Source: an optimization exercise on an open RTL-to-GDS flow (aim: small area). Production flows keep margins and buffers that such runs may drop.
Only simulation tests tie the RTL to the original design; equivalence was not proved.
No activity file was given, so power comes from the tool's default toggle rates.

==> flow/constraint.sdc <==
create_clock -name core_clock -period 4.5 [get_ports {clock}]
set_input_delay 0.9000 -clock core_clock [delete_from_list [all_inputs] [get_ports {clock}]]
set_output_delay 0.9000 -clock core_clock [all_outputs]
set_load 0.01 [all_outputs]
==> flow/run.sh <==
#!/bin/bash
# synth_recipe.tcl (not shown) runs the flow's synth.tcl, then flattens the netlist and writes it again
# the make line also repeats each setting of config.mk as NAME=value (left out here)
make -C /OpenROAD-flow-scripts/flow DESIGN_CONFIG=/design/flow/config.mk WORK_HOME=/design/flow/orfs CLKGATE_MAP_FILE= SYNTH_SCRIPT=/design/flow/synth_recipe.tcl finish
==> flow/config.mk <==
export PLATFORM = sky130hd
export DESIGN_NAME = Top
export DESIGN_NICKNAME = Top
export VERILOG_FILES = /design/flow/design.v
export SDC_FILE = /design/flow/constraint.sdc
export NUM_CORES = 4
export LEC_CHECK = 0
export CAP_MARGIN = 20
export CORE_MARGIN = 2
export CORE_UTILIZATION = 40
export SLEW_MARGIN = 20
==> flow/design.v <==
module mcs_bridge(
  input  [31:0] io_io_address,
  input         io_io_addr_strobe,
  input  [31:0] io_io_write_data,
  input         io_io_write_strobe,
  input  [3:0]  io_io_byte_enable,
  output [31:0] io_io_read_data,
  input         io_io_read_strobe,
  output        io_fp_video_cs,
                io_fp_mmio_cs,
                io_fp_write,
                io_fp_read,
  output [20:0] io_fp_addr,
  output [31:0] io_fp_wr_data,
  input  [31:0] io_fp_rd_data
);
  wire mcs_bridge_enable = io_io_address[31:24] == 8'hC0;
  assign io_io_read_data = io_fp_rd_data;
  assign io_fp_video_cs = mcs_bridge_enable & io_io_address[23];
  assign io_fp_mmio_cs = mcs_bridge_enable & ~(io_io_address[23]);
  assign io_fp_write = io_io_write_strobe;
  assign io_fp_read = io_io_read_strobe;
  assign io_fp_addr = io_io_address[22:2];
  assign io_fp_wr_data = io_io_write_data;
endmodule
module mmio_controller(
  input               io_fp_video_cs,
                      io_fp_mmio_cs,
                      io_fp_write,
                      io_fp_read,
  input  [20:0]       io_fp_addr,
  input  [31:0]       io_fp_wr_data,
  output [31:0]       io_fp_rd_data,
  output [63:0]       io_slot_cs,
  output [63:0][4:0]  io_slot_reg_addr,
  output [63:0][31:0] io_slot_write_data,
  output [63:0]       io_slot_write,
  input  [63:0][31:0] io_slot_read_data,
  output [63:0]       io_slot_read
);
  assign io_fp_rd_data = io_fp_read ? io_slot_read_data[io_fp_addr[10:5]] : 32'h0;
  assign io_slot_cs = io_fp_mmio_cs ? 64'h1 << io_fp_addr[10:5] : 64'h0;
  assign io_slot_reg_addr = {64{io_fp_addr[4:0]}};
  assign io_slot_write_data = {64{io_fp_wr_data}};
  assign io_slot_write = {64{io_fp_write}};
  assign io_slot_read = {64{io_fp_read}};
endmodule
module GPO(
  input                                          clock,
                                                 reset,
  input  [4:0]                                   slot_io_address,
  output [31:0]                                  slot_io_rd_data,
  input  [31:0]                                  slot_io_wr_data,
  input                                          slot_io_read,
                                                 slot_io_write,
                                                 slot_io_cs,
  output [15:0]                                  io
);
  reg [15:0] buf_gpo;
  always @(posedge clock) begin
    if (reset)
      buf_gpo <= 16'h0;
    else if (slot_io_write & slot_io_cs)
      buf_gpo <= slot_io_wr_data[15:0];
  end  
  assign slot_io_rd_data = {16'h0, buf_gpo};
  assign io = buf_gpo;
endmodule
module GPI(
  input         clock,
                reset,
  input  [4:0]  slot_io_address,
  output [31:0] slot_io_rd_data,
  input  [31:0] slot_io_wr_data,
  input         slot_io_read,
                slot_io_write,
                slot_io_cs,
  input  [15:0] io_data_in
);
  reg [31:0] buf_in;
  always @(posedge clock) begin
    if (reset)
      buf_in <= 32'h0;
    else
      buf_in <= {16'h0, io_data_in};
  end  
  assign slot_io_rd_data = buf_in;
endmodule
module timer(
  input         clock,
                reset,
  input  [4:0]  slot_io_address,
  output [31:0] slot_io_rd_data,
  input  [31:0] slot_io_wr_data,
  input         slot_io_read,
                slot_io_write,
                slot_io_cs
);
  reg [63:0] count;
  reg [31:0] config_reg;
  wire        wr_en = slot_io_write & slot_io_cs;
  always @(posedge clock) begin
    if (reset) begin
      count <= 64'h0;
      config_reg <= 32'h0;
    end
    else begin
      if (config_reg[0])
        count <= 64'h0;
      else if (wr_en & slot_io_address == 5'h1)
        count[31:0] <= slot_io_wr_data;
      else if (wr_en & slot_io_address == 5'h2)
        count[63:32] <= slot_io_wr_data;
      else if (config_reg[1])
        count <= count + 64'h1;
      if (slot_io_write & slot_io_cs & ~(|slot_io_address))
        config_reg <= slot_io_wr_data;
    end
  end  
  assign slot_io_rd_data =
    (|slot_io_address)
      ? (slot_io_address == 5'h1
           ? count[31:0]
           : slot_io_address == 5'h2 ? count[63:32] : 32'h0)
      : config_reg;
endmodule
module SevSegDisplay(
  input         clock,
                reset,
                io_enable_7seg,
  input  [31:0] io_display_data,
  output [7:0]  io_anode_select,
  output [6:0]  io_segs
);
  reg  [15:0]      anode_prescaler_c_value;
  reg  [2:0]       count;
  wire [7:0]       _GEN = io_enable_7seg ? ~(8'h1 << count) : 8'h1;
  wire [3:0]       digit =
    _GEN == 8'hFE
      ? io_display_data[3:0]
      : _GEN == 8'hFD
          ? io_display_data[7:4]
          : _GEN == 8'hFB
              ? io_display_data[11:8]
              : _GEN == 8'hF7
                  ? io_display_data[15:12]
                  : _GEN == 8'hEF
                      ? io_display_data[19:16]
                      : _GEN == 8'hDF
                          ? io_display_data[23:20]
                          : _GEN == 8'hBF
                              ? io_display_data[27:24]
                              : _GEN == 8'h7F ? io_display_data[31:28] : 4'h0;
  wire [6:0]       _GEN_0 = {3'h0, digit != 4'hE, 3'h6};
  wire [15:0][6:0] _GEN_1 =
    {{_GEN_0},
     {_GEN_0},
     {7'h21},
     {7'h46},
     {7'h3},
     {7'h8},
     {7'h10},
     {7'h0},
     {7'h78},
     {7'h2},
     {7'h12},
     {7'h19},
     {7'h30},
     {7'h24},
     {7'h79},
     {7'h40}};
  wire             anode_prescaler_wrap_wrap = anode_prescaler_c_value == 16'h9C3F;
  always @(posedge clock) begin
    if (reset) begin
      anode_prescaler_c_value <= 16'h0;
      count <= 3'h0;
    end
    else if (reset) begin
      anode_prescaler_c_value <= 16'h0;
      count <= 3'h0;
    end
    else begin
      if (io_enable_7seg) begin
        if (anode_prescaler_wrap_wrap)
          anode_prescaler_c_value <= 16'h0;
        else
          anode_prescaler_c_value <= anode_prescaler_c_value + 16'h1;
      end
      if (~reset & io_enable_7seg & anode_prescaler_wrap_wrap)
        count <= count + 3'h1;
    end
  end  
  assign io_anode_select = _GEN;
  assign io_segs = _GEN_1[digit];
endmodule
module SevSegDisplay_core(
  input                                                               clock,
                                                                      reset,
  input  [4:0]                                                        slot_io_address,
  output [31:0]                                                       slot_io_rd_data,
  input  [31:0]                                                       slot_io_wr_data,
  input                                                               slot_io_read,
                                                                      slot_io_write,
                                                                      slot_io_cs,
  output [14:0]                                                       io
);
  wire [7:0]  _seg7_io_anode_select;
  wire [6:0]  _seg7_io_segs;
  reg  [31:0] config_reg;
  wire        _GEN = slot_io_address == 5'h0;
  reg  [31:0] display_data;
  wire        _GEN_0 = slot_io_address == 5'h1;
  wire        wr_en = slot_io_write & slot_io_cs;
  always @(posedge clock) begin
    if (reset) begin
      config_reg <= 32'h0;
      display_data <= 32'h0;
    end
    else begin
      if (_GEN & wr_en)
        config_reg <= slot_io_wr_data;
      if (_GEN_0 & wr_en)
        display_data <= slot_io_wr_data;
    end
  end  
  SevSegDisplay seg7 (
    .clock           (clock),
    .reset           (reset),
    .io_enable_7seg  (config_reg[0]),
    .io_display_data (display_data),
    .io_anode_select (_seg7_io_anode_select),
    .io_segs         (_seg7_io_segs)
  );
  assign slot_io_rd_data = _GEN_0 ? display_data : _GEN ? config_reg : 32'h0;
  assign io = {_seg7_io_anode_select, _seg7_io_segs};
endmodule
module mmio_subsystem(
  input         clock,
                reset,
                io_fp_video_cs,
                io_fp_mmio_cs,
                io_fp_write,
                io_fp_read,
  input  [20:0] io_fp_addr,
  input  [31:0] io_fp_wr_data,
  output [31:0] io_fp_rd_data,
  input  [15:0] io_data_in,
  output [15:0] io_data_out,
  output [7:0]  io_anode_assert,
  output [6:0]  io_segs
);
  wire [31:0]       _sevenSegDisplay_slot_io_rd_data;
  wire [14:0]       _sevenSegDisplay_io;
  wire [31:0]       _timer_slot_io_rd_data;
  wire [31:0]       _gpi_slot_io_rd_data;
  wire [31:0]       _gpo_slot_io_rd_data;
  wire [15:0]       _gpo_io;
  wire [63:0]       _mmioController_io_slot_cs;
  wire [63:0][4:0]  _mmioController_io_slot_reg_addr;
  wire [63:0][31:0] _mmioController_io_slot_write_data;
  wire [63:0]       _mmioController_io_slot_write;
  wire [63:0]       _mmioController_io_slot_read;
  mmio_controller mmioController (
    .io_fp_video_cs     (io_fp_video_cs),
    .io_fp_mmio_cs      (io_fp_mmio_cs),
    .io_fp_write        (io_fp_write),
    .io_fp_read         (io_fp_read),
    .io_fp_addr         (io_fp_addr),
    .io_fp_wr_data      (io_fp_wr_data),
    .io_fp_rd_data      (io_fp_rd_data),
    .io_slot_cs         (_mmioController_io_slot_cs),
    .io_slot_reg_addr   (_mmioController_io_slot_reg_addr),
    .io_slot_write_data (_mmioController_io_slot_write_data),
    .io_slot_write      (_mmioController_io_slot_write),
    .io_slot_read_data
      ({{32'hFFFFFFFF},
        {32'hFFFFFFFF},
        {32'hFFFFFFFF},
        {32'hFFFFFFFF},
        {32'hFFFFFFFF},
        {32'hFFFFFFFF},
        {32'hFFFFFFFF},
        {32'hFFFFFFFF},
        {32'hFFFFFFFF},
        {32'hFFFFFFFF},
        {32'hFFFFFFFF},
        {32'hFFFFFFFF},
        {32'hFFFFFFFF},
        {32'hFFFFFFFF},
        {32'hFFFFFFFF},
        {32'hFFFFFFFF},
        {32'hFFFFFFFF},
        {32'hFFFFFFFF},
        {32'hFFFFFFFF},
        {32'hFFFFFFFF},
        {32'hFFFFFFFF},
        {32'hFFFFFFFF},
        {32'hFFFFFFFF},
        {32'hFFFFFFFF},
        {32'hFFFFFFFF},
        {32'hFFFFFFFF},
        {32'hFFFFFFFF},
        {32'hFFFFFFFF},
        {32'hFFFFFFFF},
        {32'hFFFFFFFF},
        {32'hFFFFFFFF},
        {32'hFFFFFFFF},
        {32'hFFFFFFFF},
        {32'hFFFFFFFF},
        {32'hFFFFFFFF},
        {32'hFFFFFFFF},
        {32'hFFFFFFFF},
        {32'hFFFFFFFF},
        {32'hFFFFFFFF},
        {32'hFFFFFFFF},
        {32'hFFFFFFFF},
        {32'hFFFFFFFF},
        {32'hFFFFFFFF},
        {32'hFFFFFFFF},
        {32'hFFFFFFFF},
        {32'hFFFFFFFF},
        {32'hFFFFFFFF},
        {32'hFFFFFFFF},
        {32'hFFFFFFFF},
        {32'hFFFFFFFF},
        {32'hFFFFFFFF},
        {32'hFFFFFFFF},
        {32'hFFFFFFFF},
        {32'hFFFFFFFF},
        {32'hFFFFFFFF},
        {32'hFFFFFFFF},
        {32'hFFFFFFFF},
        {32'hFFFFFFFF},
        {32'hFFFFFFFF},
        {32'hFFFFFFFF},
        {_sevenSegDisplay_slot_io_rd_data},
        {_timer_slot_io_rd_data},
        {_gpi_slot_io_rd_data},
        {_gpo_slot_io_rd_data}}),
    .io_slot_read       (_mmioController_io_slot_read)
  );
  GPO gpo (
    .clock           (clock),
    .reset           (reset),
    .slot_io_address (_mmioController_io_slot_reg_addr[6'h0]),
    .slot_io_rd_data (_gpo_slot_io_rd_data),
    .slot_io_wr_data (_mmioController_io_slot_write_data[6'h0]),
    .slot_io_read    (_mmioController_io_slot_read[0]),
    .slot_io_write   (_mmioController_io_slot_write[0]),
    .slot_io_cs      (_mmioController_io_slot_cs[0]),
    .io              (_gpo_io)
  );
  GPI gpi (
    .clock           (clock),
    .reset           (reset),
    .slot_io_address (_mmioController_io_slot_reg_addr[6'h1]),
    .slot_io_rd_data (_gpi_slot_io_rd_data),
    .slot_io_wr_data (_mmioController_io_slot_write_data[6'h1]),
    .slot_io_read    (_mmioController_io_slot_read[1]),
    .slot_io_write   (_mmioController_io_slot_write[1]),
    .slot_io_cs      (_mmioController_io_slot_cs[1]),
    .io_data_in      (io_data_in)
  );
  timer timer (
    .clock           (clock),
    .reset           (reset),
    .slot_io_address (_mmioController_io_slot_reg_addr[6'h2]),
    .slot_io_rd_data (_timer_slot_io_rd_data),
    .slot_io_wr_data (_mmioController_io_slot_write_data[6'h2]),
    .slot_io_read    (_mmioController_io_slot_read[2]),
    .slot_io_write   (_mmioController_io_slot_write[2]),
    .slot_io_cs      (_mmioController_io_slot_cs[2])
  );
  SevSegDisplay_core sevenSegDisplay (
    .clock           (clock),
    .reset           (reset),
    .slot_io_address (_mmioController_io_slot_reg_addr[6'h3]),
    .slot_io_rd_data (_sevenSegDisplay_slot_io_rd_data),
    .slot_io_wr_data (_mmioController_io_slot_write_data[6'h3]),
    .slot_io_read    (_mmioController_io_slot_read[3]),
    .slot_io_write   (_mmioController_io_slot_write[3]),
    .slot_io_cs      (_mmioController_io_slot_cs[3]),
    .io              (_sevenSegDisplay_io)
  );
  assign io_data_out = _gpo_io;
  assign io_anode_assert = _sevenSegDisplay_io[14:7];
  assign io_segs = _sevenSegDisplay_io[6:0];
endmodule
module Top(
  input         clock,
                reset,
  input  [31:0] io_address,
  input         io_addr_strobe,
  input  [31:0] io_write_data,
  input         io_write_strobe,
  input  [3:0]  io_byte_enable,
  input         io_read_strobe,
  output [31:0] io_read_data,
  input  [15:0] sw,
  output [15:0] led,
  output [7:0]  anode_assert,
  output [6:0]  segs
);
  wire [31:0] _mmioSubsystem_io_fp_rd_data;
  wire        _mcsBridge_io_fp_video_cs;
  wire        _mcsBridge_io_fp_mmio_cs;
  wire        _mcsBridge_io_fp_write;
  wire        _mcsBridge_io_fp_read;
  wire [20:0] _mcsBridge_io_fp_addr;
  wire [31:0] _mcsBridge_io_fp_wr_data;
  mcs_bridge mcsBridge (
    .io_io_address      (io_address),
    .io_io_addr_strobe  (io_addr_strobe),
    .io_io_write_data   (io_write_data),
    .io_io_write_strobe (io_write_strobe),
    .io_io_byte_enable  (io_byte_enable),
    .io_io_read_data    (io_read_data),
    .io_io_read_strobe  (io_read_strobe),
    .io_fp_video_cs     (_mcsBridge_io_fp_video_cs),
    .io_fp_mmio_cs      (_mcsBridge_io_fp_mmio_cs),
    .io_fp_write        (_mcsBridge_io_fp_write),
    .io_fp_read         (_mcsBridge_io_fp_read),
    .io_fp_addr         (_mcsBridge_io_fp_addr),
    .io_fp_wr_data      (_mcsBridge_io_fp_wr_data),
    .io_fp_rd_data      (_mmioSubsystem_io_fp_rd_data)
  );
  mmio_subsystem mmioSubsystem (
    .clock           (clock),
    .reset           (reset),
    .io_fp_video_cs  (_mcsBridge_io_fp_video_cs),
    .io_fp_mmio_cs   (_mcsBridge_io_fp_mmio_cs),
    .io_fp_write     (_mcsBridge_io_fp_write),
    .io_fp_read      (_mcsBridge_io_fp_read),
    .io_fp_addr      (_mcsBridge_io_fp_addr),
    .io_fp_wr_data   (_mcsBridge_io_fp_wr_data),
    .io_fp_rd_data   (_mmioSubsystem_io_fp_rd_data),
    .io_data_in      (sw),
    .io_data_out     (led),
    .io_anode_assert (anode_assert),
    .io_segs         (segs)
  );
endmodule
==> results.yml <==
yosys:
  synth_xor_area_share_pct: 3.44
  synth_top_family_by_area: "simple AND/OR/NAND/NOR gates"
  synth_cell_types: 70
  syn_area_per_cell_sq_um: 7.51
  ys_ff_latch: 211
  ys_seq_area_share_pct: 36.1
  syn-num-nets: 1660
  synthArstFlopShare_pct: 0
  synth_flop_cell: "dfxtp_1"
  synth_area_leader_cell: "dfxtp_1"
  synth_edf_count: 0
  synth.mux.area_fraction_pct: 3.70
  synthCells: 1558
  netlist_area_sq_um: 11700
  synth_simple_gate_area_share_pct: 28.7
  synthAdderAreaFrac_pct: 1.39
  yosys-top-cells-area: "dfxtp_1 (36%), nand2_1 (11%), a21oi_1 (8.0%)"
  synth_compound_area_share_pct: 22.0
  synthDominantCellAreaShare_pct: 36.1
  synth_warnings: 5
power_and_ir_drop:
  ir_drop_mv: 0.239
  leakage_nw: 5.02
  power.density_nw_per_um2: 298
  total_power_mw: 4.39
sta:
  worst_pin_slew_ns: 1.04
  relSlewSlack_pct: 29.8
  fin_hold_ws_ns: 0.451
  fin_crit_sh_pct: 98.1
  hold_viol: 0
  setup_viol: 0
  fin_ws_ns: 0.0835
  slew_violations: 0
  finClkSkew_ns: 0.00966
  clock.fmax_mhz: 226
  fin_crit_ns: 4.42
hold_path:
  hp-start: "mmioSubsystem.sevenSegDisplay.config_reg[7]"
  holdPathEnd: "mmioSubsystem.sevenSegDisplay.config_reg[7]"
  hold_class: "reg2reg"
  hold_path_depth: 2
global_routing:
  grt_antenna_before_repair: 1
  grt_pass1_wl_microns: 65700
  first_global_vias: 11304
  overflow: 0
  grt_max_degree: 81
  gr-usage-all-layers_pct: 27.0
finish:
  stdcell_area_sq_um: 14700
  fillers: 2829
  nets: 1777
  final_common_cell: "nand2_1"
  drive_above_1_share_pct: 11.3
  regMostFlops: "mmioSubsystem.timer.count"
  largest_register_ffs: 64
  syn2layout_area_growth_pct: 25.7
  final_cell_mix: "nand2_1 (331), dfxtp_1 (209), a21oi_1 (187), clkdlybuf4s50_1 (121), nor2_1 (102)"
floorplanning:
  core-area_sq_um: 28800
  die_w_microns: 175
  die_area_sq_um: 30600
  num_rows: 62
  start_util_pct: 40.6
  die_y_microns: 175
  boundaryPins: 152
setup_path:
  rr_worst_depth: 7
  cp.arrival_ns: 3.52
  critPathCaptureType: "output pin"
  cp_common_cell: "clkdlybuf4s50_1"
  critPathMaxFanout: 16
  r2r-end: "mmioSubsystem.timer.count[57]"
  crit_chain: "clkdlybuf4s50_1 -> nor4_4 -> buf_6 -> nand2_1 -> buf_12 -> nor2_1 -> a21oi_1 -> buf_4 -> mux4_2 -> o21a_1 -> clkdlybuf4s50_1"
  timing.rr.start: "mmioSubsystem.timer.count[35]"
  cp_data_required_time_ns: 3.60
  rrSetupSlack_ns: 1.67
  max_stage_delay_ns: 0.48
  path_class: "in2out"
  start_kind: "input pin"
  crit_slowest_cell: "clkdlybuf4s50_1"
route:
  drc: 0
  avgRoutedWirePerCell_microns: 20.4
  vias: 12078
  drt_iter0_drc: 1254
  first_pass_iters: 6
  finalWirelength_microns: 42300
  ant_nets: 0
  vias_per_cell: 5.81
job:
  maxCapViolCount: 0
clock_network:
  clk_pin_slew_worst_paths_ns: 0.06
  cts_htree_levels: 1
  numCtsBuffers: 26
  clock-root-buffer: "clkbuf_16"
  clock-sinks: 211
  clk_path_buf_depth: 3
  cts_tree: "done"
  insertion_delay_ns: 0.54
placement:
  gp_congestion: 0.897
  dp_hpwl_microns: 30000
  post_dp_cell_area_sq_um: 13600
  pre_cts_ws_ns: -0.0153
  io_buffers: 134
status:
  status: "complete, no violations"
-- critical path, delay by kind of cell --
kind / cells / cell delay (ns)
AO/OA/AOI/OAI: 2 / 0.23
AND/OR/NAND/NOR: 3 / 0.49
multiplexers: 1 / 0.45
buffers and inverters: 5 / 1.44
-- cell usage after synthesis, drive strengths merged (6+ instances only) --
library cell,n
nand2,331
a31oi,17
clkbuf,107
a22oi,13
nor4b,6
nand4,39
a21oi,189
and4,15
a22o,17
o211ai,25
nand3,63
or3,6
dfxtp,211
a211oi,21
mux4,16
nor2b,28
nor2,103
xor2,27
or4,6
nor4,19
and3,25
xnor2,19
o21a,17
ha,13
inv,18
buf,16
a21boi,21
nor3,27
o21ai,75
-- stage by stage --
stage	setup TNS [ns]	utilization, %	instances
after floorplan	0	-	1558
after global placement	-0.0570	47.2	2018
after detailed placement	-0.0170	47.2	2018
after CTS	0	50.8	2074
after global routing	-0.0172	51.1	2078
final	0	51.1	2079
-- routing by layer --
metal	global-route usage, %	vias up	share of wire [%]
li1	-	5772	-
met1	37.9	5766	44
met2	43.4	473	46
met3	4.09	67	7.5
met5	0	-	0
met4	6.94	0	2.3
-- power by group --
| part | switching (mW) | internal (mW) | total (mW) | leakage, nW |
|---|---|---|---|---|
| combinational | 0.174 | 0.133 | 0.307 | 2.86 |
| clock | 0.855 | 1.35 | 2.20 | 0.452 |
| sequential | 0.00285 | 1.88 | 1.88 | 1.70 |
-- repair_timing --
action	4_1_cts	5_1_grt
resized for setup	31	22
hold endpoints to repair	0	0
buffers inserted	9	4
pin swaps	4	3
hold buffers	0	0
cloned	0	0
endpoints found under the setup margin	10	18
-- cell type report --
type,count,area (sq um),area share (%)
Multi-Input combinational cell,1206,7060,48.0
Inverter,18,71.3,0.485
Tap cell,384,480,3.27
Clock inverter,11,145,0.987
Timing Repair Buffer,212,1950,13.3
Sequential cell,211,4230,28.8
Clock buffer,36,758,5.16
Antenna cell,1,2.50,0.0170
-- worst max-delay path by stage --
stage	startpoint	endpoint	slack, ns	cells after the start
4_1_cts	mmioSubsystem.sevenSegDisplay.seg7.count[0]	segs[0]	0.003	16
2_1_floorplan	mmioSubsystem.sevenSegDisplay.seg7.count[2]	segs[1]	0.34	13
5_1_grt	mmioSubsystem.sevenSegDisplay.seg7.count[0]	segs[3]	-0.01	16
6_report	io_address[6]	io_read_data[3]	0.08	11
3_5_place_dp	io_address[3]	io_read_data[24]	-0.02	10
3_3_place_gp	io_address[3]	io_read_data[24]	-0.02	10
-- kinds of logic (layout without fill, tap and decap cells) --
family	Yosys count	in the layout
other	0	1
AND/OR/NAND/NOR	698	698
AO/OA/AOI/OAI	426	426
XOR/XNOR	46	46
flip-flops	211	211
adder cells (fa/ha/maj)	13	13
buffers and inverters	141	277
multiplexers	23	23

## what the ideal ports hide
The flow's constraints put no driver on any port. The routed layout listed below was extracted and timed again, unchanged, in two steps.
Step 1, drivers: a clkbuf_16 drives clock and a buf_2 each remaining input, both assumed.
Step 2 times the ports against the registers' clock, not the clock port: input delays grow and output delays shrink by t, the midpoint of the rising clock arrivals with the driver on.
Slacks: ideal / step 1 / step 2; pairs: ideal / step 1.
t, ns: 0.581
slack for setup (ns): 0.084 / 0.063 / 0.063
worst setup path at the end: input to output
latest minus earliest clock arrival (ns): 0.011 / 0.011
After both steps this run still meets setup and hold. The setup slack of this run moves by -0.021 ns with the drivers and by -0.021 ns with both steps.
